From an optimization exercise on the open Yosys and OpenROAD flow, aimed at small area, a short achievable clock period and few clock cycles per item; shortcuts taken in it are not production practice.
No run shown here included a check of the RTL's function; only the layout flow was run.
Power is estimated from default activity; no workload was simulated.

--- flow/design.v ---
`timescale 1 ns / 100 ps
module register_file (we, wd, regs_flat, clk);
  input clk;
  input [15:0] we;
  input [15:0] wd;
  output [255:0] regs_flat;
  reg [15:0] regs [0:15];
  integer j;
  always @(posedge clk)
    for (j = 0; j < 16; j = j + 1)
      if (we[j]) regs[j] <= wd;
  genvar k;
  generate for (k = 0; k < 16; k = k + 1) begin : g
    assign regs_flat[16*k +: 16] = regs[k];
  end endgenerate
endmodule
module addc (x, c, y);
  input [15:0] x;
  input [4:0] c;
  output [15:0] y;
  wire [4:0] lo = {1'b0, x[3:0]} + {1'b0, c[3:0]};
  assign y[3:0] = lo[3:0];
  wire [15:0] dx = 16'h0001 << x[3:0];
  wire [15:0] dc = 16'h0001 << c[3:0];
  reg c4;
  integer u, v;
  always @* begin
    c4 = 1'b0;
    for (u = 1; u < 16; u = u + 1)
      for (v = 16 - u; v < 16; v = v + 1)
        c4 = c4 | (dx[u] & dc[v]);
  end
  wire up = c4 & ~c[4];
  wire dn = ~c4 & c[4];
  assign y[4] = x[4] ^ c4 ^ c[4];
  genvar i;
  generate for (i = 5; i < 16; i = i + 1) begin : gi
    wire pa = &x[i-1:4];
    wire za = ~|x[i-1:4];
    assign y[i] = x[i] ^ ((up & pa) | (dn & za));
  end endgenerate
endmodule
`timescale 1 ns / 100 ps
module ee457_lab7_P3 (CLK,RSTB,IMEM_ADDR,IMEM_DATA,WB_WRITE,WB_RA,WB_RD);
input CLK,RSTB;
output [5:0] IMEM_ADDR;
input [31:0] IMEM_DATA;
output reg WB_WRITE;
output reg [3:0] WB_RA;
output reg [15:0] WB_RD;
reg [15:0] wb_we;
wire [255:0] regs_flat;
register_file RF (.we(wb_we), .wd(WB_RD), .regs_flat(regs_flat), .clk(CLK));
function [15:0] init_val(input integer k);
  init_val = (k == 15) ? 16'hffff : (k == 14) ? 16'hfff8 : (16'h0001 << k);
endfunction
function [4:0] kval(input [3:0] op);
  kval = op[2] ? 5'b11101 :    
         op[1] ? 5'b00100 :    
         op[0] ? 5'b00001 :    
                 5'b00000;     
endfunction
reg [5:0] pc;
assign IMEM_ADDR = pc;
always @(posedge CLK, negedge RSTB)
  if (!RSTB) pc <= 6'd0;
  else pc <= pc + 6'd1;
reg id_v, ex_v;
reg [3:0] id_rd, ex_rd;
reg [2:0] id_op;       
reg id_hz;             
reg id_wb, id_b;       
reg id_init;           
reg [15:0] id_sel;     
reg [3:0] id_rx;
reg [4:0] id_c;
reg [15:0] written;
wire [15:0] ex_dec = ex_v ? (16'h0001 << ex_rd) : 16'h0000;
always @(posedge CLK, negedge RSTB)
  if (!RSTB) written <= 16'h0000;
  else written <= written | ex_dec;
wire [3:0] if_rx = IMEM_DATA[3:0];
wire [15:0] if_sel = 16'h0001 << if_rx;
wire [15:0] id_dec = id_v ? (16'h0001 << id_rd) : 16'h0000;
wire if_hz  = |(id_dec & if_sel);                 
wire if_byp = |(ex_dec & if_sel) && !if_hz;       
wire if_rf  = !if_hz && !if_byp;
wire [4:0] if_c0 = kval(IMEM_DATA[31:28]);
wire [4:0] if_c1 = kval(IMEM_DATA[31:28]) + kval({1'b0, id_op});
wire [4:0] if_c = if_hz ? if_c1 : if_c0;
always @(posedge CLK, negedge RSTB)
  if (!RSTB) id_v <= 1'b0;
  else id_v <= |IMEM_DATA[31:28];
always @(posedge CLK) begin
  id_op   <= IMEM_DATA[30:28];
  id_rd   <= IMEM_DATA[7:4];
  id_rx   <= if_rx;
  id_hz   <= if_hz;
  id_wb   <= (if_hz && id_hz) || if_byp;
  id_b    <= if_hz && !id_hz;
  id_init <= if_rf && !written[if_rx];
  id_sel  <= if_sel & written & {16{if_rf}};
  id_c    <= if_c;
end
reg [15:0] rd_val;
integer k;
always @* begin
  rd_val = 16'h0000;
  for (k = 0; k < 16; k = k + 1)
    rd_val = rd_val | ({16{id_sel[k]}} & regs_flat[16*k +: 16]);
end
reg [15:0] ex_b;
reg [4:0] ex_c;
wire [15:0] id_x = ({16{id_wb}} & WB_RD) | ({16{id_b}} & ex_b) | rd_val
                 | ({16{id_init}} & init_val(id_rx));
always @(posedge CLK, negedge RSTB)
  if (!RSTB) ex_v <= 1'b0;
  else ex_v <= id_v;
always @(posedge CLK) begin
  ex_b  <= id_x;
  ex_c  <= id_c;
  ex_rd <= id_rd;
end
wire [15:0] ex_y;
addc AC (.x(ex_b), .c(ex_c), .y(ex_y));
always @(posedge CLK, negedge RSTB)
  if (!RSTB) WB_WRITE <= 1'b0;
  else WB_WRITE <= ex_v;
always @(posedge CLK) begin
  WB_RD <= ex_y;
  WB_RA <= ex_rd;
  wb_we <= ex_dec;    
end
endmodule
--- flow/config.mk ---
export PLATFORM = sky130hd
export DESIGN_NAME = ee457_lab7_P3
export DESIGN_NICKNAME = ee457_lab7_P3
export VERILOG_FILES = /design/flow/design.v
export SDC_FILE = /design/flow/constraint.sdc
export NUM_CORES = 4
export LEC_CHECK = 0
export ABC_CLOCK_PERIOD_IN_PS = 1000
export CAP_MARGIN = 20
export CORE_MARGIN = 2
export CORE_UTILIZATION = 40
export CTS_CLUSTER_DIAMETER = 80
export CTS_CLUSTER_SIZE = 25
export SETUP_SLACK_MARGIN = 1.5
export SLEW_MARGIN = 20
--- flow/run.sh ---
#!/bin/bash
# synth_recipe.tcl (not shown) runs the flow's synth.tcl, then flattens the netlist and writes it again
# the make line also repeats each setting of config.mk as NAME=value (left out here)
make -C /OpenROAD-flow-scripts/flow DESIGN_CONFIG=/design/flow/config.mk WORK_HOME=/design/flow/orfs CLKGATE_MAP_FILE= SYNTH_SCRIPT=/design/flow/synth_recipe.tcl finish
--- flow/constraint.sdc ---
create_clock -name core_clock -period 3.0 [get_ports {CLK}]
set_input_delay 0.6000 -clock core_clock [delete_from_list [all_inputs] [get_ports {CLK}]]
set_output_delay 0.6000 -clock core_clock [all_outputs]
set_load 0.01 [all_outputs]
==> results.toml, run 1 <==
[critical_path]
crit_arrival_ns = 2.46
critical_path.startpoint_type = "flip-flop"
critical_path_required_ns = 3.41
type_of_the_worst_setup_path = "flip-flop to flip-flop"
critPathLaunch = "id_rd[0]"
crit-reg2reg-launch = "id_rd[0]"
crit_path_end_kind = "flip-flop"
cp_max_fo = 6

[route]
drt-vias-per-instance = 5.908
wire_per_inst_um = 26.20
finalWirelength_um = 38360
route.antenna.remaining_nets = 0
detailedRoute.firstPassIterationCount = 5
drc = 0
first_iter_violations = 926
vias_after_detailed_routing = 8650

[timing]
rsz0062_at_grt = "yes"
fmax_mhz = 487.7
finalMaxSlewViolations = 0
worst-slew-pin-transition_ns = 0.6466
final_period_minus_worst_setup_slack_ns = 2.051
rel_slew_slack_pct = 56.83
fin_worst_skew_ns = 0.02073
fin_crit_sh_pct = 68.35
report.final.hold_viol_count = 0
setup_viol = 0
tns_ns = 0

[die]
floorplan.core_area_um2 = 33700
num_rows = 67
fp.dieW_um = 189.5
num_io_pins = 61
floorplan.die_area_um2 = 35920
start_util_pct = 40.86
dieHeight_um = 189.5

[pwr]
leakage_uw = 0.005552
vdd_drop_max_mv = 0.3720
post-layout-total-power_uw = 11510
p_int_uw = 8494
combinationalPowerShare_pct = 16.4
seq_power_share_pct = 59.1
power.switching_fraction_pct = 26.18
clkPwrFrac_pct = 24.5
power_density_nw_per_um2 = 699.6
power.net_switching_uw = 3013

[yosys]
synth_warnings = 4
mappedNetlistNets = 947
combinational_family_with_the_most_area_after_synthesis = "compound AO/OA/AOI/OAI gates"
xor_xnor_share_of_the_synthesized_area_pct = 1.463
synth_fa_ha_area_share_pct = 0.9814
async_flop_share_pct = 6.614
syn-mean-instance-area_um2 = 15.23
synth_sequential_area_ratio_pct = 74.48
post_synth_instance_area_um2 = 13770
post_synthesis_mux_area_share_pct = 1.290
cells_after_synth = 904
post_synthesis_share_of_cell_area_spent_on_and_or_nand_and_nor_gates_pct = 8.196
synth.lib_cells_used.distinct = 61
dominantRegCellSynth = "sky130_fd_sc_hd__edfxtp_1"
synth-edff-count = 256
ys_seq_elements = 378
post_synthesis_compound_gate_area_fraction_pct = 11.29

[cells_and_area]
area_growth_pct = 19.45
finish.instance_area_um2 = 16450
final_stage_net_count = 1047
antenna-diode-count = 0
drive_gt1_share_pct = 29.13

[global_route]
antenna_found_initial = 0
largest_net_degree_at_the_start_of_global_routing = 27
grt_pass1_vias = 8111
grtUsageTotal_pct = 20.65
gr-total-overflow = 0
wire_length_of_the_first_global_routing_pass_um = 54210

[clocking]
max-clock-path-buffers = 3
clock_sinks = 378
cts_hold_repair.buffers = 0
clock-root-buffer = "sky130_fd_sc_hd__clkbuf_16"
clock_insertion_delay_worst_skew_ns = 0.52
cts_tree = "yes"
h_tree_depth = 1
clock_input_transition_at_the_sequential_cells_of_the_worst_setup_and_hold_paths_ns = 0.10
cts_inserted_buffers = 19

[place]
detailed_place_hpwl_um = 21180
area_after_detailed_placement_um2 = 14890
routabilityCongestion = 0.8206
placement.io_buffers = 40

[status]
outcome = "complete, no violations"

[min_path]
timing.hold.worst.start = "id_c[1]"
hold_class = "flip-flop to flip-flop"

[job]
maxCapViolations = 0
[cells in the mapped netlist (12+ instances only)]
cell type	n	area share [%]
sky130_fd_sc_hd__edfxtp_1	256	56
sky130_fd_sc_hd__a22oi_1	101	5.5
sky130_fd_sc_hd__dfxtp_1	97	14
sky130_fd_sc_hd__clkbuf_1	49	1.3
sky130_fd_sc_hd__nand3_1	40	1.5
sky130_fd_sc_hd__nor2_1	30	0.82
sky130_fd_sc_hd__nand4_1	29	1.3
sky130_fd_sc_hd__nor3_1	27	0.98
sky130_fd_sc_hd__a22o_1	26	1.7
sky130_fd_sc_hd__dfrtp_1	25	4.5
sky130_fd_sc_hd__a221oi_1	22	1.4
sky130_fd_sc_hd__nand2_1	21	0.57
sky130_fd_sc_hd__or2_2	17	0.77
sky130_fd_sc_hd__xnor2_1	16	1.0
sky130_fd_sc_hd__o21ai_0	13	0.47
sky130_fd_sc_hd__inv_1	12	0.33
[stage by stage]
stage / worst slack [ns] / std cells / hold slack (ns) / utilization [%]
after floorplan: 0.6647 / 904 / 0.3044 / -
after global placement: 0.04768 / 1380 / 0.3106 / 44.19
after detailed placement: 0.01166 / 1380 / 0.3121 / 44.19
after CTS: 0.9439 / 1449 / 0.3318 / 47.41
after global routing: 0.9000 / 1464 / 0.3404 / 48.80
final: 0.9494 / 1464 / 0.3309 / 48.80
[final cells by class]
class,instances,area [um^2]
Clock inverter,2,25.02
Clock buffer,31,520.5
Sequential cell,378,10390
Multi-Input combinational cell,453,3618
Inverter,12,45.04
Timing Repair Buffer,140,1291
Tap cell,448,560.5
Fill cell,2915,17250
[path summary, 6_finish.rpt]
check	depth (start not counted)	slack, ns	to
max in group asynchronous	2	2.29	ex_v
min in group asynchronous	2	0.43	WB_WRITE
max reg2reg	6	0.95	id_c[0]
min reg2reg	0	0.33	ex_c[1]
min	0	0.33	ex_c[1]
max	6	0.95	id_c[0]
[layer usage]
metal	vias up	part of all wire [%]	track usage, %
met5	-	0	0
met4	0	3.2	5.575
met3	71	8.1	3.302
met2	379	47	33.45
met1	4446	42	29.09
li1	3754	-	-
[kinds of logic after synthesis]
logic type	after synthesis
flip-flops	378
buffers and inverters	74
AND/OR/NAND/NOR	208
AO/OA/AOI/OAI	201
XOR/XNOR	23
multiplexers	11
adder cells (fa/ha/maj)	9
[layout by cell type, fill, tap and decap left out, drive strengths merged, types with 9 or more instances in the layout]
cell type	count
edfxtp	256
buf	125
a22oi	101
dfxtp	97
nand3	40
clkbuf	34
nor2	30
nand4	29
nor3	27
a22o	26
dfrtp	25
a221oi	22
nand2	21
or2	17
xnor2	16
inv	14
o21ai	14
clkdlybuf4s50	9
[worst max-delay path: stages (launching register included)]
cell                        delay, ns
sky130_fd_sc_hd__dfxtp_4         0.38
sky130_fd_sc_hd__or4_4           0.49
sky130_fd_sc_hd__a2111oi_4       0.32
sky130_fd_sc_hd__nor3_2          0.09
sky130_fd_sc_hd__o21ai_2         0.10
sky130_fd_sc_hd__o211a_4         0.25
sky130_fd_sc_hd__mux2_4          0.30
[sequential cells by signal, summed over array words and instances (netlist names), 5 cells and up]
register  count
RF.regs     256
WB_RD        16
ex_b         16
id_sel       16
wb_we        16
written      16
pc            6
ex_c          5
id_c          5
[power by group through the flow]
stage | logic [uW] | clock network (uW) | registers, uW
after floorplan | 570 | 0 | 6940
after global routing | 2020 | 3040 | 6850
after CTS | 1790 | 2870 | 6790
final | 1880 | 2820 | 6800
after detailed placement | 1330 | 0 | 6950
after global placement | 1310 | 0 | 6930
[timing repair]
action / CTS / global route
gates cloned: 1 / 6
buffers inserted: 35 / 9
pin swaps: 22 / 33
gates resized for setup: 242 / 81
hold endpoints to repair: 0 / 0
endpoints found under the setup margin: 80 / 78
==> run 2: changes to the inputs <==
--- a/flow/config.mk
+++ b/flow/config.mk
@@ -5,11 +5,11 @@
 export SDC_FILE = /design/flow/constraint.sdc
 export NUM_CORES = 4
 export LEC_CHECK = 0
-export ABC_CLOCK_PERIOD_IN_PS = 1000
+export ABC_CLOCK_PERIOD_IN_PS = 1500
 export CAP_MARGIN = 20
 export CORE_MARGIN = 2
 export CORE_UTILIZATION = 40
 export CTS_CLUSTER_DIAMETER = 80
 export CTS_CLUSTER_SIZE = 25
-export SETUP_SLACK_MARGIN = 1.5
+export SETUP_SLACK_MARGIN = 1.4
 export SLEW_MARGIN = 20
==> run 2 against run 1 <==
Still clean. Clock power increased by 9.6%. Worst setup slack got worse by 0.00086 ns. Clock skew increased by 0.00098 ns. Sequential share of layout area increased by 1.1 points. Sequential cell count unchanged. Worst hold slack improved by 0.0064 ns. First-iteration DRC count decreased by 3.5%.
==> results.toml, run 2 <==
[global_route]
grt_busiest_layer = "met2"
groute.layer.met1.usage_pct = 30.06
largest_net_degree_at_the_start_of_global_routing = 27
global_route.usage.met2_pct = 34.26
use_met3_pct = 4.132
grtUsageTotal_pct = 21.45
grt_pass1_vias = 8225
antenna_found_initial = 0
wire_length_of_the_first_global_routing_pass_um = 55850
gr-total-overflow = 0

[route]
finalWirelength_um = 38470
drc = 0
drt-vias-per-instance = 5.881
first_iter_violations = 894
wire_per_inst_um = 26.51
route.antenna.remaining_nets = 0
vias_after_detailed_routing = 8533
detailedRoute.firstPassIterationCount = 7

[critical_path]
critical_path.startpoint_type = "flip-flop"
r2r.worst_path.cells = 6
type_of_the_worst_setup_path = "flip-flop to flip-flop"
r2r_end = "id_wb"
crit-reg2reg-launch = "id_rd[0]"
regToRegSetupSlack_ns = 0.95
crit_path_end_kind = "flip-flop"
crit_arrival_ns = 2.48
critPathLaunch = "id_rd[0]"
critical_path_required_ns = 3.43
cp_max_fo = 8
worstSetupEndpoint = "id_wb"

[cells_and_area]
antenna-diode-count = 0
layout_common_cells = "256 x sky130_fd_sc_hd__edfxtp_1, 100 x sky130_fd_sc_hd__a22oi_1, 69 x sky130_fd_sc_hd__buf_4, 47 x sky130_fd_sc_hd__dfxtp_1, 39 x sky130_fd_sc_hd__nand3_1"
area_growth_pct = 17.19
layout.filler_cells = 2933
flip_flop_count_of_the_largest_register_all_copies_and_words_added = 256
final_common_cell = "sky130_fd_sc_hd__edfxtp_1"
multi_input_comb_area_um2 = 3420
drive_gt1_share_pct = 24.93
top_register = "RF.regs"
utilization_pct = 47.88
final_stage_net_count = 1032
ff_latch_area_um2 = 10370

[yosys]
async_flop_share_pct = 6.614
synth_sequential_area_ratio_pct = 74.48
mappedNetlistNets = 947
ys_seq_elements = 378
synth.lib_cells_used.distinct = 61
synth_top_area_cell = "sky130_fd_sc_hd__edfxtp_1"
synth-edff-count = 256
synth_top_cells_by_area = "sky130_fd_sc_hd__edfxtp_1 56%, sky130_fd_sc_hd__dfxtp_1 14%, sky130_fd_sc_hd__a22oi_1 5.5%"
synth_warnings = 4
cells_after_synth = 904
synth_top_area_share_pct = 55.83
dominantRegCellSynth = "sky130_fd_sc_hd__edfxtp_1"
synth.most_common_cell = "sky130_fd_sc_hd__edfxtp_1"
post_synth_instance_area_um2 = 13770
syn-mean-instance-area_um2 = 15.23
netlist_top_cells_count = "256 x sky130_fd_sc_hd__edfxtp_1, 101 x sky130_fd_sc_hd__a22oi_1, 97 x sky130_fd_sc_hd__dfxtp_1, 49 x sky130_fd_sc_hd__clkbuf_1, 40 x sky130_fd_sc_hd__nand3_1"

[clocking]
cts_inserted_buffers = 20
clock-root-buffer = "sky130_fd_sc_hd__clkbuf_16"
clock_sinks = 378
h_tree_depth = 1
cts_tree = "yes"
cts_hold_repair.buffers = 0
max-clock-path-buffers = 3
clock_input_transition_at_the_sequential_cells_of_the_worst_setup_and_hold_paths_ns = 0.09
clock_insertion_delay_worst_skew_ns = 0.54

[timing]
finalMaxSlewViolations = 0
tns_ns = 0
hold-worst-slack_ns = 0.3373
finalWorstSetupSlack_ns = 0.9486
fin_crit_sh_pct = 68.38
fmax_mhz = 487.5
setup_viol = 0
fin_worst_skew_ns = 0.02171
final_period_minus_worst_setup_slack_ns = 2.051
rsz0062_at_grt = "yes"
worst-slew-pin-transition_ns = 1.189
rel_slew_slack_pct = 20.65
report.final.hold_viol_count = 0

[pwr]
leakage_uw = 0.005454
power.switching_fraction_pct = 26.29
p_int_uw = 8644
vdd_drop_max_mv = 0.4194
power.net_switching_uw = 3083
post-layout-total-power_uw = 11730
power_density_nw_per_um2 = 726.7
seq_power_share_pct = 58.3
combinationalPowerShare_pct = 15.4
clkPwrFrac_pct = 26.3

[place]
place_worst_setup_slack_ns = -0.03980
detailed_place_hpwl_um = 21280
routabilityCongestion = 0.7999
placement.io_buffers = 40

[status]
outcome = "complete, no violations"

[die]
start_util_pct = 40.86
floorplan.die_area_um2 = 35920
num_io_pins = 61
num_rows = 67
fp.dieW_um = 189.5
dieHeight_um = 189.5
floorplan.core_area_um2 = 33700

[min_path]
hold_class = "flip-flop to flip-flop"

[job]
maxCapViolations = 0
-- run 2: worst min-delay path by stage --
stage,to,startpoint,slack [ns],depth (start not counted)
floorplan,WB_WRITE,RSTB,0.30,0
global placement,ex_c[3],id_c[3],0.31,0
detailed placement,ex_c[0],id_c[0],0.32,0
CTS,ex_c[0],id_c[0],0.33,0
global route,ex_c[0],id_c[0],0.34,0
finish,ex_c[0],id_c[0],0.34,0
-- run 2: layout make-up --
| type | count | area share (%) |
|---|---|---|
| Timing Repair Buffer | 125 | 6.808 |
| Inverter | 12 | 0.2791 |
| Clock inverter | 5 | 0.4497 |
| Multi-Input combinational cell | 452 | 21.19 |
| Clock buffer | 31 | 3.551 |
| Tap cell | 448 | 3.474 |
| Sequential cell | 378 | 64.25 |
-- run 2: per-stage QoR --
stage | std cells | instance area, um^2
final | 1451 | 16140
after global routing | 1451 | 16140
after CTS | 1442 | 15960
after detailed placement | 1377 | 14860
after global placement | 1377 | 14860
after floorplan | 904 | 13810
-- run 2: cell families (layout without fill, tap and decap cells) --
family	Yosys count	in the layout	synth area share [%]
DFF	378	378	74.48
muxes	11	11	1.290
buffers and inverters	74	173	2.299
xor gates and xnor gates	23	23	1.463
and+or+nand+nor	208	208	8.196
AOI/OAI and AO/OA	201	201	11.29
adders and majority gates	9	9	0.9814
-- run 2: repair_timing --
item	in CTS	in global routing
setup endpoints to repair	79	80
pin swaps	22	1
gates resized for setup	231	32
buffers inserted	29	9
-- run 2: critical path, cell delays in order (launching register included) --
cell	delay [ns]
sky130_fd_sc_hd__dfxtp_4	0.37
sky130_fd_sc_hd__or4_4	0.49
sky130_fd_sc_hd__a2111oi_4	0.31
sky130_fd_sc_hd__nor3_2	0.07
sky130_fd_sc_hd__o21ai_1	0.10
sky130_fd_sc_hd__o211a_4	0.26
sky130_fd_sc_hd__mux2_1	0.33
-- run 2: per-layer routing --
metal	part of all wire (%)	vias up
met4	3.0	0
met1	42	4346
li1	-	3708
met3	8.4	74
met5	0	-
met2	47	405
-- run 2: power groups by stage --
stage | clock (uW) | sequential [uW] | combinational [uW]
after floorplan | 0 | 6930 | 544
after global placement | 0 | 7070 | 1120
after detailed placement | 0 | 7100 | 1130
after CTS | 3130 | 6820 | 1720
after global routing | 3310 | 6890 | 1940
final | 3090 | 6840 | 1800
==> run 3: changes to the inputs <==
--- a/flow/design.v
+++ b/flow/design.v
@@ -82,9 +82,11 @@
 wire [3:0] if_rx = IMEM_DATA[3:0];
 wire [15:0] if_sel = 16'h0001 << if_rx;
 wire [15:0] id_dec = id_v ? (16'h0001 << id_rd) : 16'h0000;
-wire if_hz  = |(id_dec & if_sel);                 
-wire if_byp = |(ex_dec & if_sel) && !if_hz;       
-wire if_rf  = !if_hz && !if_byp;
+wire [15:0] k_rf   = written & ~id_dec & ~ex_dec;          
+wire [15:0] k_init = ~written & ~id_dec & ~ex_dec;         
+wire [15:0] k_wb   = (id_dec & {16{id_hz}}) | (ex_dec & ~id_dec);   
+wire [15:0] k_b    = id_dec & {16{!id_hz}};                
+wire if_hz = |(if_sel & id_dec);
 wire [4:0] if_c0 = kval(IMEM_DATA[31:28]);
 wire [4:0] if_c1 = kval(IMEM_DATA[31:28]) + kval({1'b0, id_op});
 wire [4:0] if_c = if_hz ? if_c1 : if_c0;
@@ -96,10 +98,10 @@
   id_rd   <= IMEM_DATA[7:4];
   id_rx   <= if_rx;
   id_hz   <= if_hz;
-  id_wb   <= (if_hz && id_hz) || if_byp;
-  id_b    <= if_hz && !id_hz;
-  id_init <= if_rf && !written[if_rx];
-  id_sel  <= if_sel & written & {16{if_rf}};
+  id_wb   <= |(if_sel & k_wb);
+  id_b    <= |(if_sel & k_b);
+  id_init <= |(if_sel & k_init);
+  id_sel  <= if_sel & k_rf;
   id_c    <= if_c;
 end
 reg [15:0] rd_val;
--- a/flow/config.mk
+++ b/flow/config.mk
@@ -11,5 +11,5 @@
 export CORE_UTILIZATION = 40
 export CTS_CLUSTER_DIAMETER = 80
 export CTS_CLUSTER_SIZE = 25
-export SETUP_SLACK_MARGIN = 1.4
+export SETUP_SLACK_MARGIN = 1.5
 export SLEW_MARGIN = 20
==> run 3 against run 2 <==
Still clean on timing, DRC and antenna. Synthesized cell count rose by 2.4%. Utilization rose by 0.85 points. Sequential power fell by 2%. Final area rose by 3.8%. Maximum frequency barely moved. Register-to-register slack barely moved. Via count rose by 2.4%. Worst setup slack improved by 0.0016 ns. Cell count rose by 4.1%. Sequential cell count did not move. Non-clock buffer count rose by 20. Critical endpoint is now id_init. Largest power group unchanged.
==> results.toml, run 3 <==
[min_path]
min_delay_worst_endpoint = "ex_c[3]"
timing.hold.worst.start = "id_c[3]"
hold_class = "flip-flop to flip-flop"
whs_path_depth = 0

[yosys]
mappedNetlistNets = 969
xor_xnor_share_of_the_synthesized_area_pct = 1.199
synth_fa_ha_area_share_pct = 0.9734
synth.lib_cells_used.distinct = 56
dominantRegCellSynth = "sky130_fd_sc_hd__edfxtp_1"
post_synthesis_share_of_cell_area_spent_on_and_or_nand_and_nor_gates_pct = 10.12
combinational_family_with_the_most_area_after_synthesis = "compound AO/OA/AOI/OAI gates"
synth_top_area_share_pct = 55.38
synth_top_cells_by_area = "sky130_fd_sc_hd__edfxtp_1 55%, sky130_fd_sc_hd__dfxtp_1 14%, sky130_fd_sc_hd__a22oi_1 5.4%"
netlist_top_cells_count = "256 x sky130_fd_sc_hd__edfxtp_1, 100 x sky130_fd_sc_hd__a22oi_1, 97 x sky130_fd_sc_hd__dfxtp_1, 45 x sky130_fd_sc_hd__clkbuf_1"
post_synth_instance_area_um2 = 13880
synth-edff-count = 256
syn-mean-instance-area_um2 = 14.99
synth_top_area_cell = "sky130_fd_sc_hd__edfxtp_1"
cells_after_synth = 926
synth_sequential_area_ratio_pct = 73.87
post_synthesis_compound_gate_area_fraction_pct = 10.48
synth_warnings = 4
ys_seq_elements = 378
async_flop_share_pct = 6.614
synth.most_common_cell = "sky130_fd_sc_hd__edfxtp_1"
post_synthesis_mux_area_share_pct = 1.541

[clocking]
max-clock-path-buffers = 3
cts_tree = "yes"
clock_sinks = 378
cts_inserted_buffers = 19
clock_input_transition_at_the_sequential_cells_of_the_worst_setup_and_hold_paths_ns = 0.10
h_tree_depth = 1
clock-root-buffer = "sky130_fd_sc_hd__clkbuf_16"
clock_insertion_delay_worst_skew_ns = 0.54

[critical_path]
critical_path.startpoint_type = "flip-flop"
crit-reg2reg-launch = "ex_v"
r2r.worst_path.cells = 6
r2r_end = "id_init"
critical_path_required_ns = 3.40
regToRegSetupSlack_ns = 0.95
cp_max_fo = 5
type_of_the_worst_setup_path = "flip-flop to flip-flop"
crit_arrival_ns = 2.45
crit_path_end_kind = "flip-flop"

[route]
detail_route.wirelength.met1_um = 16740
route.antenna.remaining_nets = 0
detailroute.wirelength.met2_um = 18870
first_iter_violations = 935
drt-vias-per-instance = 5.782
top_signal_layer_used = "met4"
wire_per_inst_um = 26.02
vias_after_detailed_routing = 8736
dr_wl_met3_um = 2615
drc = 0
finalWirelength_um = 39320
detailedRoute.firstPassIterationCount = 5

[place]
routabilityCongestion = 0.8945
placement.io_buffers = 40
detailed_place_hpwl_um = 22420

[cells_and_area]
antenna-diode-count = 0
area_growth_pct = 20.67
flip_flop_count_of_the_largest_register_all_copies_and_words_added = 256
ff_latch_area_um2 = 10390
layout.filler_cells = 2987
top_register = "RF.regs"
final_common_cell = "sky130_fd_sc_hd__edfxtp_1"
drive_gt1_share_pct = 30.02
multi_input_comb_area_um2 = 3832
final_stage_net_count = 1086
layout_common_cells = "256 x sky130_fd_sc_hd__edfxtp_1, 98 x sky130_fd_sc_hd__a22oi_1, 78 x sky130_fd_sc_hd__buf_4, 46 x sky130_fd_sc_hd__dfxtp_1, 38 x sky130_fd_sc_hd__buf_6"

[die]
num_rows = 68
floorplan.die_area_um2 = 36210
start_util_pct = 40.39
dieHeight_um = 190.3
fp.dieW_um = 190.3
floorplan.core_area_um2 = 34370
num_io_pins = 61

[pwr]
combinationalPowerShare_pct = 14.6
post-layout-total-power_uw = 11340
p_int_uw = 8441
power.net_switching_uw = 2903
clkPwrFrac_pct = 26.2
power_density_nw_per_um2 = 677.2
leakage_uw = 0.005744
power.switching_fraction_pct = 25.59
seq_power_share_pct = 59.2
vdd_drop_max_mv = 0.4775

[global_route]
largest_net_degree_at_the_start_of_global_routing = 27
grt_pass1_vias = 8410
wire_length_of_the_first_global_routing_pass_um = 57080
grtUsageTotal_pct = 21.78
antenna_found_initial = 0
gr-total-overflow = 0

[timing]
final_period_minus_worst_setup_slack_ns = 2.050
tns_ns = 0
rsz0062_at_grt = "yes"
rel_slew_slack_pct = 28.08
fin_crit_sh_pct = 68.33
report.final.hold_viol_count = 0
fin_worst_skew_ns = 0.02758
finalMaxSlewViolations = 0
setup_viol = 0
worst-slew-pin-transition_ns = 1.077
fmax_mhz = 487.9

[status]
outcome = "complete, no violations"

[job]
maxCapViolations = 0
==> run 3: final cells by class <==
type | instances | share of cell area, %
clock buffers | 31 | 3.421
flip-flops and latches | 378 | 62.04
repair buffers | 145 | 7.768
clock inverters | 3 | 0.1569
multi-input cells | 484 | 22.88
well taps | 455 | 3.399
inverters | 15 | 0.3361
==> run 3: what timing repair did <==
item                       4_1_cts  5_1_grt
hold buffers                     0        0
pin swaps                       21       26
cloned                           0        0
buffers inserted                48       19
resized for setup              271       59
setup endpoints to repair       85       71
==> run 3: kinds of logic after synthesis <==
logic type | count (synthesis)
muxes | 21
adders and majority gates | 9
buffers and inverters | 64
and+or+nand+nor | 245
AOI/OAI and AO/OA | 190
DFF | 378
xor gates and xnor gates | 19
==> run 3: how the worst max path moves through the flow <==
stage | end | slack [ns] | startpoint
6_report | id_init | 0.95 | ex_v
5_1_grt | id_wb | 0.90 | id_v
4_1_cts | id_c[4] | 0.94 | id_v
3_5_place_dp | id_c[4] | 0.16 | IMEM_DATA[1]
3_3_place_gp | id_c[0] | 0.14 | IMEM_DATA[1]
2_1_floorplan | id_c[0] | 0.88 | IMEM_DATA[2]
==> run 3: critical path, stage by stage (launching register included) <==
cell and delay [ns]:
sky130_fd_sc_hd__dfrtp_1 0.40, sky130_fd_sc_hd__or3b_4 0.45, sky130_fd_sc_hd__nor2_4 0.18, sky130_fd_sc_hd__nor4_2 0.08, sky130_fd_sc_hd__or4_1 0.56, sky130_fd_sc_hd__nor4_2 0.18
sky130_fd_sc_hd__nand3_1 0.10
==> run 3: routing by layer <==
metal | vias up | track usage (%)
li1 | 3881 | -
met1 | 4466 | 30.89
met2 | 328 | 35.80
met3 | 61 | 2.392
met4 | 0 | 5.844
met5 | - | 0
==> run 3: metrics by stage <==
stage	instance area, um^2	utilization (%)	std cells	hold WS (ns)	setup slack, ns
2_1_floorplan	13950	-	926	0.3044	0.8771
3_3_place_gp	15010	43.67	1410	0.3150	0.1355
3_5_place_dp	15010	43.67	1410	0.3136	0.1604
4_1_cts	16370	47.62	1492	0.3323	0.9413
5_1_grt	16750	48.73	1511	0.3366	0.8974
6_report	16750	48.73	1511	0.3320	0.9502
==> run 3: power groups by stage <==
| stage | clock network (uW) | registers (uW) | logic, uW |
|---|---|---|---|
| 2_1_floorplan | 0 | 6820 | 432 |
| 3_3_place_gp | 0 | 6910 | 1010 |
| 3_5_place_dp | 0 | 6930 | 1020 |
| 4_1_cts | 2980 | 6700 | 1520 |
| 5_1_grt | 3180 | 6760 | 1780 |
| 6_report | 2970 | 6720 | 1660 |
==> run 4: changes to the inputs <==
--- a/flow/config.mk
+++ b/flow/config.mk
@@ -5,11 +5,11 @@
 export SDC_FILE = /design/flow/constraint.sdc
 export NUM_CORES = 4
 export LEC_CHECK = 0
-export ABC_CLOCK_PERIOD_IN_PS = 1500
+export ABC_CLOCK_PERIOD_IN_PS = 1200
 export CAP_MARGIN = 20
 export CORE_MARGIN = 2
 export CORE_UTILIZATION = 40
 export CTS_CLUSTER_DIAMETER = 80
 export CTS_CLUSTER_SIZE = 25
-export SETUP_SLACK_MARGIN = 1.5
+export SETUP_SLACK_MARGIN = 1.6
 export SLEW_MARGIN = 20
==> run 4 against run 3 <==
Wire length rose by 2.4%. Die area did not move. Global-route usage rose by 0.14 points. Cell count rose by 2.8%. Critical endpoint unchanged. Largest cell class unchanged. Largest power group unchanged. Highest routed layer unchanged.
==> results.toml, run 4 <==
[status]
outcome = "complete, no violations"

[yosys]
netlist_top_cells_count = "256 x sky130_fd_sc_hd__edfxtp_1, 100 x sky130_fd_sc_hd__a22oi_1, 97 x sky130_fd_sc_hd__dfxtp_1, 45 x sky130_fd_sc_hd__clkbuf_1"
async_flop_share_pct = 6.614
synth-edff-count = 256
synth_top_area_share_pct = 55.38
cells_after_synth = 926
synth.lib_cells_used.distinct = 56
mappedNetlistNets = 969
dominantRegCellSynth = "sky130_fd_sc_hd__edfxtp_1"
synth_sequential_area_ratio_pct = 73.87
synth_top_cells_by_area = "sky130_fd_sc_hd__edfxtp_1 55%, sky130_fd_sc_hd__dfxtp_1 14%, sky130_fd_sc_hd__a22oi_1 5.4%"
ys_seq_elements = 378
synth_top_area_cell = "sky130_fd_sc_hd__edfxtp_1"
synth.most_common_cell = "sky130_fd_sc_hd__edfxtp_1"
syn-mean-instance-area_um2 = 14.99
post_synth_instance_area_um2 = 13880
synth_warnings = 4

[route]
detailedRoute.firstPassIterationCount = 5
drc = 0
finalWirelength_um = 40280
drt-vias-per-instance = 5.822
first_iter_violations = 844
vias_after_detailed_routing = 9048
wire_per_inst_um = 25.92
route.antenna.remaining_nets = 0

[timing]
fin_worst_skew_ns = 0.01983
final_period_minus_worst_setup_slack_ns = 2.074
rel_slew_slack_pct = 47.67
rsz0062_at_grt = "yes"
worst-slew-pin-transition_ns = 0.7850
setup_viol = 0
finalMaxSlewViolations = 0
tns_ns = 0
fmax_mhz = 482.1
fin_crit_sh_pct = 69.14
report.final.hold_viol_count = 0

[cells_and_area]
layout.filler_cells = 2939
layout_common_cells = "256 x sky130_fd_sc_hd__edfxtp_1, 103 x sky130_fd_sc_hd__buf_4, 89 x sky130_fd_sc_hd__a22oi_1, 46 x sky130_fd_sc_hd__buf_6, 44 x sky130_fd_sc_hd__dfxtp_1"
final_stage_net_count = 1129
final_common_cell = "sky130_fd_sc_hd__edfxtp_1"
drive_gt1_share_pct = 34.67
top_register = "RF.regs"
antenna-diode-count = 0
ff_latch_area_um2 = 10390
area_growth_pct = 25.06
flip_flop_count_of_the_largest_register_all_copies_and_words_added = 256
fin_cells = 1554
multi_input_comb_area_um2 = 4033

[place]
routabilityCongestion = 0.8615
placement.io_buffers = 40
detailed_place_hpwl_um = 22260
numPlacedInstances = 1410

[clocking]
clock_insertion_delay_worst_skew_ns = 0.53
max-clock-path-buffers = 3
clock_sinks = 378
clock-root-buffer = "sky130_fd_sc_hd__clkbuf_16"
cts_tree = "yes"
clock_input_transition_at_the_sequential_cells_of_the_worst_setup_and_hold_paths_ns = 0.10
cts_inserted_buffers = 19
h_tree_depth = 1

[global_route]
antenna_found_initial = 0
grt_pass1_vias = 8589
wire_length_of_the_first_global_routing_pass_um = 57480
grtUsageTotal_pct = 21.92
gr-total-overflow = 0
largest_net_degree_at_the_start_of_global_routing = 27

[die]
num_io_pins = 61
dieHeight_um = 190.3
start_util_pct = 40.39
floorplan.core_area_um2 = 34370
fp.dieW_um = 190.3
floorplan.die_area_um2 = 36210
num_rows = 68

[critical_path]
cell_by_cell_listing_of_the_critical_path = "or3b_4, buf_12, nor2_4, nor4_2, or4_4, nor4_4, nand3_1"
crit_path_end_kind = "flip-flop"
type_of_the_worst_setup_path = "flip-flop to flip-flop"
slowest_stage = "sky130_fd_sc_hd__or4_4"
critical_path_required_ns = 3.40
critical_path.startpoint_type = "flip-flop"
cp_max_fo = 4
timing.critical_path.slowest_cell_delay_ns = 0.44
crit_arrival_ns = 2.48

[pwr]
leakage_uw = 0.006020
power_density_nw_per_um2 = 662.1
vdd_drop_max_mv = 0.3845
post-layout-total-power_uw = 11500

[job]
maxCapViolations = 0

[min_path]
hold_class = "flip-flop to flip-flop"
## run 4: report_power, final
part / switching (uW) / total (uW) / leakage, uW / internal, uW
sequential: 364 / 6690 / 0.00341 / 6320
combinational: 1000 / 1960 / 0.00234 / 951
clock: 1630 / 2850 / 0.000267 / 1230
## run 4: final cells by class
type / instances / area share (%)
repair buffers: 188 / 10.15
clock buffers: 30 / 2.977
multi-input cells: 484 / 23.23
inverters: 15 / 0.3243
flip-flops and latches: 378 / 59.83
clock inverters: 4 / 0.2090
well taps: 455 / 3.279
## run 4: repair_timing
item                       4_1_cts  5_1_grt
setup endpoints to repair      119       89
gates resized for setup        284       97
hold buffers                     0        0
buffers inserted                78       32
pin swaps                       32       45
gates cloned                     0        0
## run 4: metrics by stage
| stage | hold slack [ns] | area [um^2] | util (%) | setup WS (ns) |
|---|---|---|---|---|
| 5_1_grt | 0.3446 | 17360 | 50.51 | 0.8541 |
| 2_1_floorplan | 0.3044 | 13970 | - | 0.8771 |
| 6_report | 0.3344 | 17360 | 50.51 | 0.9258 |
| 4_1_cts | 0.3359 | 16680 | 48.53 | 0.9479 |
| 3_3_place_gp | 0.3138 | 15030 | 43.71 | 0.05625 |
| 3_5_place_dp | 0.3121 | 15030 | 43.71 | 0.1223 |
## run 4: kinds of logic after synthesis
group	count (synthesis)	synth area share [%]
flops	378	73.87
simple gates	245	10.12
compound gates	190	10.48
buf+inv	64	1.812
mux	21	1.541
xor+xnor	19	1.199
fa+ha+maj	9	0.9734
## run 4: final timing paths
kind	from	endpoint	slack (ns)	cells after the start
worst max register to register	id_v	id_init	0.93	7
worst min register to register	id_c[1]	ex_c[1]	0.33	0
min in group asynchronous	RSTB	written[3]	0.43	2
max in group asynchronous	RSTB	pc[5]	2.28	2
worst max-delay path	id_v	id_init	0.93	7
worst min-delay path	id_c[1]	ex_c[1]	0.33	0
## run 4: critical path, delay by kind of cell (launching register included)
family	cells	cell delay, ns
AND/OR/NAND/NOR	6	1.39
flip-flops	1	0.41
buffers and inverters	1	0.15
## run 4: per-layer routing
layer	track usage [%]	part of all wire (%)	vias up
li1	-	-	3960
met1	30.19	40	4599
met2	35.94	48	427
met3	3.662	8.8	62
met4	6.231	2.6	0
met5	0	0	-
==> run 5: changes to the inputs <==
==> flow/flow/run.sh (new file) <==
#!/bin/bash
# Layout flow: the standard ORFS flow (standard.sh), with two changes:
#  - ADDER_MAP_FILE empty: Yosys does not extract half/full adder cells, so
#    ABC maps all the logic (the registers are the same as the standard
#    synthesis's: this only changes how combinational logic is mapped);
#  - MATCH_CELL_FOOTPRINT=0: timing repair may resize a gate to any cell of
#    the same function, not only one of the same footprint.
# The make output goes to run_make.log in this folder; ORFS's own per-step
# logs are under orfs/logs/.
set -uo pipefail
bash standard.sh ADDER_MAP_FILE= MATCH_CELL_FOOTPRINT=0 finish > run_make.log 2>&1
status=$?
tail -n 40 run_make.log
exit $status
==> flow/standard.sh (new file) <==
#!/bin/bash
# synth_recipe.tcl (not shown) runs the flow's synth.tcl, then flattens the netlist and writes it again
# the make line also repeats each setting of config.mk as NAME=value (left out here)
make -C /OpenROAD-flow-scripts/flow DESIGN_CONFIG=/design/flow/config.mk WORK_HOME=/design/flow/orfs CLKGATE_MAP_FILE= SYNTH_SCRIPT=/design/flow/synth_recipe.tcl "${@:-finish}"
--- a/flow/config.mk
+++ b/flow/config.mk
@@ -5,11 +5,11 @@
 export SDC_FILE = /design/flow/constraint.sdc
 export NUM_CORES = 4
 export LEC_CHECK = 0
-export ABC_CLOCK_PERIOD_IN_PS = 1200
+export ABC_CLOCK_PERIOD_IN_PS = 1500
 export CAP_MARGIN = 20
 export CORE_MARGIN = 2
 export CORE_UTILIZATION = 40
 export CTS_CLUSTER_DIAMETER = 80
 export CTS_CLUSTER_SIZE = 25
-export SETUP_SLACK_MARGIN = 1.6
+export SETUP_SLACK_MARGIN = 1.5
 export SLEW_MARGIN = 20
removed: flow/run.sh
==> run 5 against run 4 <==
Sequential cell count unchanged. Synthesized cell count up 0.32%. Register-to-register slack improved by 0.02 ns. Sequential share of layout area up 2.5 points. Area after synthesis about the same. Final area is 4.0% lower. Via count fell by 2.5%. Clock-buffer cell count unchanged. Highest routed layer is now met5. Critical path type unchanged.
==> results.toml, run 5 <==
[critical_path]
regToRegSetupSlack_ns = 0.95
r2r_end = "id_c[3]"
crit_cells = 6
cell_by_cell_listing_of_the_critical_path = "nand3b_4, nor2_4, a31o_1, nor4_4, a211oi_2, a2111o_1"
crit_path_end_kind = "flip-flop"
crit_family = "compound AO/OA/AOI/OAI gates"
critical_path.startpoint_type = "flip-flop"
critical_path_required_ns = 3.42
worstSetupEndpoint = "id_c[3]"
worst-path-buf-inv = 0
crit_arrival_ns = 2.47
timing.critical_path.slowest_cell_delay_ns = 0.49
cp_max_fo = 6
type_of_the_worst_setup_path = "flip-flop to flip-flop"
crit-reg2reg-launch = "id_v"
critPathLaunch = "id_v"
r2r.worst_path.cells = 6
slowest_stage = "sky130_fd_sc_hd__dfrtp_2"

[cells_and_area]
antenna-diode-count = 0
area_growth_pct = 20.03
utilization_pct = 48.51
top_register = "RF.regs"
fin_cells = 1507
flip_flop_count_of_the_largest_register_all_copies_and_words_added = 256
layout_common_cells = "256 x sky130_fd_sc_hd__edfxtp_1, 101 x sky130_fd_sc_hd__a22oi_1, 81 x sky130_fd_sc_hd__buf_4, 42 x sky130_fd_sc_hd__dfxtp_1, 32 x sky130_fd_sc_hd__buf_6"
drive_gt1_share_pct = 29.37
final_common_cell = "sky130_fd_sc_hd__edfxtp_1"
final_stage_net_count = 1072

[clocking]
clock_insertion_delay_worst_skew_ns = 0.54
cts_hold_repair.buffers = 0
clock_input_transition_at_the_sequential_cells_of_the_worst_setup_and_hold_paths_ns = 0.09
clock-root-buffer = "sky130_fd_sc_hd__clkbuf_16"
clock_sinks = 378
max-clock-path-buffers = 3
cts_tree = "yes"
h_tree_depth = 1
cts_inserted_buffers = 20

[yosys]
cells_after_synth = 929
synth_top_area_share_pct = 55.34
ys_seq_elements = 378
synth_top_area_cell = "sky130_fd_sc_hd__edfxtp_1"
synth_top_cells_by_area = "sky130_fd_sc_hd__edfxtp_1 55%, sky130_fd_sc_hd__dfxtp_1 14%, sky130_fd_sc_hd__a22oi_1 5.6%"
synth.lib_cells_used.distinct = 62
synth-edff-count = 256
netlist_top_cells_count = "256 x sky130_fd_sc_hd__edfxtp_1, 104 x sky130_fd_sc_hd__a22oi_1, 97 x sky130_fd_sc_hd__dfxtp_1, 46 x sky130_fd_sc_hd__clkbuf_1, 37 x sky130_fd_sc_hd__nor2_1"
async_flop_share_pct = 6.614
synth_sequential_area_ratio_pct = 73.82
synth_warnings = 4
syn-mean-instance-area_um2 = 14.95
post_synth_instance_area_um2 = 13890
dominantRegCellSynth = "sky130_fd_sc_hd__edfxtp_1"
synth.most_common_cell = "sky130_fd_sc_hd__edfxtp_1"
mappedNetlistNets = 963

[global_route]
largest_net_degree_at_the_start_of_global_routing = 27
antenna_found_initial = 1
grtUsageTotal_pct = 21.53
gr-total-overflow = 0
wire_length_of_the_first_global_routing_pass_um = 56690
grt_pass1_vias = 8503

[timing]
worst-slew-pin-transition_ns = 1.139
final_period_minus_worst_setup_slack_ns = 2.049
finalMaxSlewViolations = 0
finalWorstSetupSlack_ns = 0.9506
fin_crit_sh_pct = 68.31
fin_worst_skew_ns = 0.02690
setup_viol = 0
rsz0062_at_grt = "yes"
hold-worst-slack_ns = 0.3439
report.final.hold_viol_count = 0
fmax_mhz = 487.9
tns_ns = 0
rel_slew_slack_pct = 23.99

[route]
drc = 0
vias_after_detailed_routing = 8826
detailedRoute.firstPassIterationCount = 5
drt-vias-per-instance = 5.857
wire_per_inst_um = 26.16
route.antenna.remaining_nets = 0
first_iter_violations = 932
finalWirelength_um = 39420

[pwr]
leakage_uw = 0.005632
power_density_nw_per_um2 = 695.2
vdd_drop_max_mv = 0.3537

[place]
numPlacedInstances = 1419
placement.io_buffers = 40
detailed_place_hpwl_um = 22800
place_worst_setup_slack_ns = 0.05699
routabilityCongestion = 0.8592

[die]
num_rows = 68
floorplan.core_area_um2 = 34370
dieHeight_um = 190.4
num_io_pins = 61
fp.dieW_um = 190.4
start_util_pct = 40.41
floorplan.die_area_um2 = 36230

[status]
outcome = "complete, no violations"

[job]
maxCapViolations = 0

[min_path]
hold_class = "flip-flop to flip-flop"
## run 5: layer usage
layer	GRT usage [%]	routed length [um]	part of all wire, %
met1	29.52	16720	42
met2	35.20	18690	47
met3	3.791	2931	7.4
met4	6.231	1066	2.7
met5	0	13	0.033
## run 5: cell type report
class | count | area [um^2]
Clock buffer | 30 | 559.3
Clock inverter | 6 | 80.08
Fill cell | 3004 | 17700
Inverter | 13 | 48.80
Multi-Input combinational cell | 487 | 3810
Sequential cell | 378 | 10390
Tap cell | 455 | 569.3
Timing Repair Buffer | 138 | 1216
## run 5: worst min-delay path by stage
stage / cells past startpoint / endpoint / slack (ns) / from
2_1_floorplan: 0 / WB_WRITE / 0.30 / RSTB
3_3_place_gp: 0 / ex_c[0] / 0.31 / id_c[0]
3_5_place_dp: 0 / ex_c[2] / 0.31 / id_c[2]
4_1_cts: 0 / ex_c[1] / 0.34 / id_c[1]
5_1_grt: 0 / ex_c[1] / 0.34 / id_c[1]
6_report: 0 / ex_c[1] / 0.34 / id_c[1]
## run 5: cells by family (layout without fill, tap and decap cells)
kind of cell	Yosys count	count (layout)	synth area share, %
AND/OR/NAND/NOR	242	242	10.31
multiplexers	16	16	1.153
XOR/XNOR	27	27	1.702
flip-flops	378	378	73.82
AO/OA/AOI/OAI	202	202	11.23
buffers and inverters	64	187	1.774
## run 5: report_power, final
part	switching, uW	total [uW]	internal (uW)
Sequential	385	6750	6360
Combinational	947	1740	792
Clock	1680	3100	1430
Total	3010	11600	8580
## run 5: timing repair
action                     4_1_cts  5_1_grt
setup endpoints to repair       78       64
gates resized for setup        212       55
buffers inserted                33       19
pin swaps                       31       20
## run 5: stage by stage
| stage | instance area, um^2 | total power, uW |
|---|---|---|
| 3_3_place_gp | 15100 | 8036 |
| 6_report | 16670 | 11590 |
| 4_1_cts | 16340 | 11480 |
| 3_5_place_dp | 15100 | 8068 |
| 5_1_grt | 16670 | 11970 |
| 2_1_floorplan | 14030 | 7353 |

==> re-timing with driven ports <==
In the flow no input, the clock included, has a driving cell. The finished layouts below were timed again as built, in two steps. Step 1 (the two cells are an assumption about what drives the block):
set clk [get_ports {CLK}]
set_driving_cell -lib_cell sky130_fd_sc_hd__clkbuf_16 $clk
set_driving_cell -lib_cell sky130_fd_sc_hd__buf_2 [delete_from_list [all_inputs] $clk]
Step 2 times the ports against the registers' clock, not the clock port: input delays grow and output delays shrink by t, the midpoint of the rising clock arrivals with the driver on. a / b / c = ideal / step 1 / step 2; a / b = the first two.
| run | t, ns | slack for setup (ns) | slew at the worst register clock pin (ns) |
|---|---|---|---|
| run 1 | 0.566 | 0.949 / 0.949 / 0.423 | 0.10 / 0.10 |
| run 2 | 0.582 | 0.949 / 0.949 / 0.395 | 0.10 / 0.10 |
| run 3 | 0.573 | 0.950 / 0.950 / 0.438 | 0.10 / 0.10 |
| run 4 | 0.573 | 0.926 / 0.926 / 0.459 | 0.10 / 0.10 |
| run 5 | 0.579 | 0.951 / 0.951 / 0.498 | 0.10 / 0.10 |
After both steps every run listed still meets setup and hold. For run 2, which loses most, drivers alone change the setup slack by 0.000 ns; drivers and shift together by -0.554 ns.
